This is an optimization exercise on Yosys and OpenROAD, whose aim is small area and a short achievable clock period, not a production implementation.
Only simulation tests tie the RTL to the original design; equivalence was not proved.
Power is estimated from default activity; no workload was simulated.

`flow/design.v`:
```
module sign_extend(
    input logic[15:0] Imm,
    output logic[31:0] SignImm
);
    assign SignImm = {{16{Imm[15]}}, Imm};
endmodule
module MUX_RegDst(
    input logic RegDst,
    input logic[31:0] Instr,
    output logic[5:0] RegDst_out
);
    assign RegDst_out = RegDst ? Instr[15:11] : Instr[20:16];
endmodule
module MUX_MemtoReg(
    input logic MemtoReg,
    input logic[31:0] ALUResult, RD,
    output logic[31:0] MemtoReg_out
);
    assign MemtoReg_out = MemtoReg ? RD : ALUResult;
endmodule
module MUX_ALUSrc(
    input logic ALUSrc,
    input logic[31:0] RD2, SignImm,
    output logic[31:0] ALUSrc_out
);
    assign ALUSrc_out = ALUSrc ? SignImm : RD2;
endmodule
module data_memory(
    input logic clk, rst,
    input logic[31:0] A, WD,
    input logic WE,
    output logic[31:0] RD, probe
);
    logic[31:0] memory [31:0];
    logic[4:0] low_5_bits;
    assign low_5_bits = A[4:0];
    assign RD = memory[low_5_bits];
    assign probe = memory[low_5_bits];
    genvar i;
    generate
        for(i = 0; i < 32; i++) begin : words
            always @(posedge clk or negedge rst)
                if(!rst)
                    memory[i] <= i;
                else if(WE && low_5_bits == i)
                    memory[i] <= WD;
        end
    endgenerate
endmodule
module register_file(
	input logic clk, rst,
	input logic [4:0] A1, A2, A3,
	input logic [31:0] WD3,
	input logic WE3,
	output logic [31:0] RD1, RD2, probe
);
	logic [31:0] registers [31:0];
	assign RD1 = registers[A1];
	assign RD2 = registers[A2];
	assign probe = registers[A3];
	genvar i;
	generate
		for(i = 0; i < 32; i++) begin : regs
			always @(posedge clk or negedge rst)
				if(!rst)
					registers[i] <= i;
				else if(WE3 && A3 == i)
					registers[i] <= WD3;
		end
	endgenerate
endmodule
module ALU( 
	input logic[31:0] SrcA, SrcB,
	input logic[2:0] ALUControl,
	output logic[31:0] ALUResult
);
	always_comb
		case(ALUControl)
			3'b010: ALUResult <= SrcA + SrcB;
			3'b110: ALUResult <= SrcA - SrcB;
			default: ALUResult <= 0;
		endcase
endmodule
module instruction_register(
    input logic clk, rst,
    input logic[31:0] D,
    output logic[31:0] RD
);
    always @(posedge clk or negedge rst)
    begin
        if(!rst)
            RD <= 32'b0;
        else
            RD <= D;
    end
endmodule
module  SevenSegmentDisplay(
	input logic[3:0] number,
	output logic[6:0] display
);
	always_comb
	case(number)
		4'b0000 : display = 7'b0000001;
		4'b0001 : display = 7'b1001111;
		4'b0010 : display = 7'b0010010;
		4'b0011 : display = 7'b0000110;
		4'b0100 : display = 7'b1001100;
		4'b0101 : display = 7'b0100100;
		4'b0110 : display = 7'b0100000;
		4'b0111 : display = 7'b0001111;
		4'b1000 : display = 7'b0000000;
		4'b1001 : display = 7'b0000100;
		4'b1010 : display = 7'b0001000;
		4'b1011 : display = 7'b1100000;
		4'b1100 : display = 7'b0110001;
		4'b1101 : display = 7'b1000010;
		4'b1110 : display = 7'b0110000;
		4'b1111 : display = 7'b0111000;
		default : display = 7'b0000000;
	endcase
endmodule
module PC(
	input logic clk, rst,
    input logic[31:0] instruction_in,
    input logic RegWrite, MemWrite,
    output logic[31:0] probe_register_file,
    output logic[31:0] probe_data_memory,
	 output logic[6:0] display1, display2
);
    logic[31:0] instruction;
    instruction_register instruction_register_inst(clk, rst, instruction_in, instruction);
    logic[5:0] opcode;
    assign opcode = instruction[31:26];
    logic RegDst, ALUSrc, MemtoReg;
    logic[2:0] ALUControl;
    assign RegDst = opcode[5];
    assign ALUSrc = opcode[4];
    assign ALUControl = opcode[3:1];
    assign MemtoReg = opcode[0];
    logic[31:0] RD1, RD2, WD3;
    logic[4:0] A1, A2, A3;
    assign A1 = instruction[25:21];
    assign A2 = instruction[20:16];
    logic[5:0] RegDst_out;
    MUX_RegDst MUX_RegDst_inst(RegDst, instruction, RegDst_out);
    assign A3 = RegDst_out[4:0];
    register_file register_file_inst(clk, rst, A1, A2, A3, WD3, RegWrite, RD1, RD2, probe_register_file);
    logic[15:0] low_16_bits;
    logic[31:0] SignImm;
    assign low_16_bits = instruction[15:0];
    sign_extend sign_extend_inst(low_16_bits, SignImm);
    logic[31:0] SrcA, SrcB, ALUResult;
    assign SrcA = RD1;
    MUX_ALUSrc MUX_ALUSrc_inst(ALUSrc, RD2, SignImm, SrcB);
    ALU ALU_inst(SrcA, SrcB, ALUControl, ALUResult);
    logic[31:0] WD, RD;
    assign WD = RD2;
    data_memory data_memory_inst(clk, rst, ALUResult, WD, MemWrite, RD, probe_data_memory);
    MUX_MemtoReg MUX_MemtoReg_inst(MemtoReg, ALUResult, RD, WD3);
	 SevenSegmentDisplay SevenSeg1(probe_register_file[8:5], display2);
	 SevenSegmentDisplay SevenSeg2(probe_register_file[3:0], display1);
endmodule
```
`flow/config.mk`:
```
export PLATFORM = sky130hd
export DESIGN_NAME = PC
export DESIGN_NICKNAME = PC
export VERILOG_FILES = /design/flow/design.v
export SDC_FILE = /design/flow/constraint.sdc
export NUM_CORES = 4
export LEC_CHECK = 0
export CAP_MARGIN = 20
export CELL_PAD_IN_SITES_GLOBAL_PLACEMENT = 2
export CORE_MARGIN = 2
export CORE_UTILIZATION = 25
export GPL_ROUTABILITY_DRIVEN = 1
export PLACE_DENSITY = 0.32
export SETUP_SLACK_MARGIN = 0.5
export SLEW_MARGIN = 20
```
`flow/constraint.sdc`:
```
create_clock -name core_clock -period 12.0 [get_ports {clk}]
set_input_delay 2.4000 -clock core_clock [delete_from_list [all_inputs] [get_ports {clk}]]
set_output_delay 2.4000 -clock core_clock [all_outputs]
set_load 0.01 [all_outputs]
```
`flow/run.sh`:
```
#!/bin/bash
# synth_recipe.tcl (not shown) runs the flow's synth.tcl, then flattens the netlist and writes it again
# the make line also repeats each setting of config.mk as NAME=value (left out here)
make -C /OpenROAD-flow-scripts/flow DESIGN_CONFIG=/design/flow/config.mk WORK_HOME=/design/flow/orfs CLKGATE_MAP_FILE= SYNTH_SCRIPT=/design/flow/synth_recipe.tcl finish
```
==> flow_metrics.py <==
metrics = {
    "floorplan": {
        "core_area_um2": 413000,
        "chipWidth_um": 648,
        "ioPinCount": 114,
        "initial_core_util": 0.251,
        "rows": 236,
        "dieArea_um2": 420000,
        "dieHeight_um": 648,
    },
    "drt": {
        "drt-pass1-iter-count": 9,
        "drt_wl_total_um": 807000,
        "drc": 0,
        "wl_per_cell_um": 49.2,
        "drtIter0Drc": 14600,
        "vias": 103000,
        "viasPerCell": 6.27,
        "ant_nets": 0,
    },
    "synthesis": {
        "synth.avg_cell_area_um2": 9.67,
        "synth_warnings": 7,
        "synthTopCellsByArea": "dfrtp_1 (46%), mux2_2 (7.1%), a22oi_1 (6.9%)",
        "synth_edf_count": 0,
        "synth_nets": 10800,
        "ys_seq_elements": 2080,
        "synth_seq_area_share": 0.504,
        "async_reset_ff_frac": 1.00,
        "yosysTopAreaCell": "dfrtp_1",
        "synth-main-ff-cell": "dfrtp_1",
        "ys_types": 88,
        "synth_area_um2": 104000,
        "syn_inst": 10700,
        "netlist.area_leader.share": 0.464,
    },
    "global_routing": {
        "grt_pass1_vias": 97300,
        "grtUsageMet1": 0.467,
        "grt.total_usage": 0.375,
        "grtUsageMet2": 0.600,
        "antenna_found_initial": 78,
        "use_met3": 0.0847,
        "gr-total-overflow": 0,
        "grt_max_degree": 156,
        "busiest_layer": "met2",
        "grt_first_pass_wirelength_um": 1040000,
    },
    "power_and_ir_drop": {
        "max-vdd-ir-drop_v": 0.000104,
        "p_leak_uw": 0.0523,
        "p_per_area_nw_per_um2": 236,
    },
    "sta": {
        "min_period_ps": 11270,
        "rsz0062_at_grt": "no",
        "tns_ps": 0,
        "relSlewSlack": 0.144,
        "worst_slew_pin_slew_ps": 1280,
        "max_freq_mhz": 88.7,
        "fin_crit_sh": 0.940,
        "finalHoldViolCount": 0,
        "whs_ps": 462,
        "finalSetupViolCount": 0,
        "fin_ws_ps": 725,
        "finClkSkew_ps": 73.2,
        "maxSlewViolCount": 0,
    },
    "setup_path": {
        "end_kind": "primary output",
        "rrSetupSlack_ps": 1460,
        "worst-setup-path-type": "register to primary output",
        "required_ps": 9600,
        "path_buf_inv": 5,
        "slowest_delay_ps": 690,
        "start_kind": "register",
        "cp_top_family": "simple AND/OR/NAND/NOR gates",
        "crit_top_cell": "nand2_1",
        "crit_fanout": 21,
        "slowest_stage": "fa_1",
        "arrival_ps": 8870,
        "rr_endpoint": "register_file_inst.registers[0][31]",
        "r2r-start": "instruction_register_inst.RD[18]",
        "reg2reg_depth": 27,
        "crit_chain": "buf_4 > nand2_1 > nor2_2 > a22oi_1 > and4_1 > a31oi_4 > mux2i_1 > ha_1 > nand2_1 > o21a_1 > inv_1 > fa_1 > nand2_1 > nor2_1 > nand2_1 > a2111oi_2 > buf_12 > buf_4 > a221oi_1 > o2111ai_1 > nor3_1 > a21oi_2 > clkdlybuf4s50_1",
    },
    "clocking": {
        "clk_latency_ps": 980,
        "clockBufferDepth": 4,
        "clkTransAtPathRegs_ps": 60,
        "htreeDepth": 5,
        "clkSinkCount": 2080,
        "cts_tree": "built",
        "cts_buffers": 280,
        "clockRootBuffer": "clkbuf_16",
    },
    "placement": {
        "place_hpwl_um": 518000,
        "dpl_cell_area_um2": 114000,
        "pre_cts_slack_ps": 593,
        "gp_congestion": 0.979,
        "io_buffer_count": 113,
    },
    "final_layout": {
        "fin_nets": 10700,
        "drive_above_1_share": 0.198,
        "seqCellArea_um2": 52300,
        "fin_area_um2": 124000,
        "multi_input_area_um2": 49000,
        "synthToLayoutAreaGrowth_pct": 19.3,
        "fill_cells": 42900,
        "fin_util": 0.299,
    },
    "run_status": {
        "status": "no timing/DRC/antenna violations",
    },
    "min_path": {
        "hp-start": "data_memory_inst.memory[7][0]",
        "whs_path_depth": 2,
        "worst_hold_path.endpoint": "data_memory_inst.memory[7][0]",
        "hp-class": "register to register",
    },
    "job": {
        "drv_cap": 0,
    },
}
[routing by layer]
metal / vias up / part of all wire
met5: - / 0.00031
met3: 2257 / 0.077
met1: 53900 / 0.40
met4: 40 / 0.065
li1: 39700 / -
met2: 6782 / 0.46
[cell usage in the layout, fill, tap and decap left out, types with 290 or more instances in the layout]
cell type and n:
nand2_1 677, buf_4 517, nor2_1 1233, clkbuf_16 290, a21oi_1 1197, mux2_2 652
dfrtp_1 1912, a22oi_1 937, nand3_1 416, o21ai_0 384
[sequential cells by signal (all words and copies together), names as in the netlist]
register,cells
instruction_register_inst.RD,32
register_file_inst.registers,1024
data_memory_inst.memory,1024
[area by class of cell]
type                       instances  share of cell area
timing repair buffer             669              0.0476
antenna                           94             0.00190
tap                             5474              0.0554
clock inverter                    64             0.00644
multi-input combinational       7537               0.397
sequential                      2080               0.423
clock buffer                     432              0.0681
inverter                          38             0.00115
[how the worst max path moves through the flow]
stage,startpoint,to,slack (ps),cells past startpoint
2_1_floorplan,instruction_register_inst.RD[20],probe_data_memory[0],3250,24
3_3_place_gp,instruction_register_inst.RD[17],probe_data_memory[30],360,19
3_5_place_dp,instruction_register_inst.RD[17],probe_data_memory[30],590,19
4_1_cts,instruction_register_inst.RD[19],probe_data_memory[30],550,19
5_1_grt,instruction_register_inst.RD[18],probe_data_memory[9],500,26
6_report,instruction_register_inst.RD[18],probe_data_memory[0],730,23
[where the power goes]
part / internal [uW] / switching [uW]
combinational: 2610 / 4770
clock: 5140 / 3560
sequential: 9700 / 3360
[synthesized netlist by cell type (19+ instances only)]
library cell  instances
dfrtp_1            1920
nor2_1             1319
a21oi_1            1218
a22oi_1             959
clkbuf_1            884
nand2_1             704
mux2_2              652
nand3_1             422
o21ai_0             386
a221oi_1            255
nand4_1             254
a22o_1              244
and3_1              188
dfstp_2             160
nor3_1              124
buf_1               122
a222oi_1            101
mux2i_1              79
nor4_1               65
a2111oi_0            48
ha_1                 44
buf_2                43
a31oi_1              40
inv_1                37
and2_1               36
xnor2_1              31
a31oi_2              26
xor2_1               20
nand2b_1             19
[tightest hold or removal path, delay by kind of cell (launching register included)]
kind | cells | cell delay [ps]
flip-flops | 1 | 370
AND/OR/NAND/NOR | 2 | 100
[logic make-up (layout without fill, tap and decap cells)]
| group | after synthesis | after routing | synth area share |
|---|---|---|---|
| DFF | 2080 | 2080 | 0.504 |
| buffers and inverters | 1106 | 1203 | 0.0417 |
| muxes | 731 | 731 | 0.0785 |
| other | 0 | 94 | 0 |
| adders and majority gates | 45 | 45 | 0.00550 |
| xor gates and xnor gates | 51 | 51 | 0.00431 |
| AOI/OAI and AO/OA | 3464 | 3464 | 0.224 |
| and+or+nand+nor | 3246 | 3246 | 0.142 |
[metrics by stage]
stage,cells,power [uW]
2_1_floorplan,10700,15400
3_3_place_gp,15800,20200
3_5_place_dp,15800,20200
4_1_cts,16300,29100
5_1_grt,16300,30200
6_report,16400,29200
[what timing repair did]
action | CTS | global route
hold buffers | 0 | 0
setup endpoints to repair | 31 | 16
endpoints found under the hold margin | 0 | 0
gates cloned | 0 | 0
buffers inserted | 0 | 2
gates resized for setup | 15 | 5

separate check: timing with driven ports:
The results above use ideal ports. As a check the final layout listed here was re-extracted and re-timed, cells and wires unchanged. Step 1: set_driving_cell puts a clkbuf_16 on clk and a buf_2 on each other input, an assumption about the parent block. Step 2 adds t to the input delays and takes it off the output delays; t is the mean of the earliest and latest rising clock arrival at the registers after step 1. Input paths then give back, and output paths get back, about the clock's delay inside the block. Three values: ideal, step 1, step 2; two values: the first two.
t, ns: 1.052
slack for setup (ns): 0.725 / 0.613 / 1.455
worst data-port slew with drivers (ns): 0.08
After both steps setup and hold are still met in this run. The setup slack of this run moves by -0.112 ns with the drivers and by +0.730 ns with both steps.
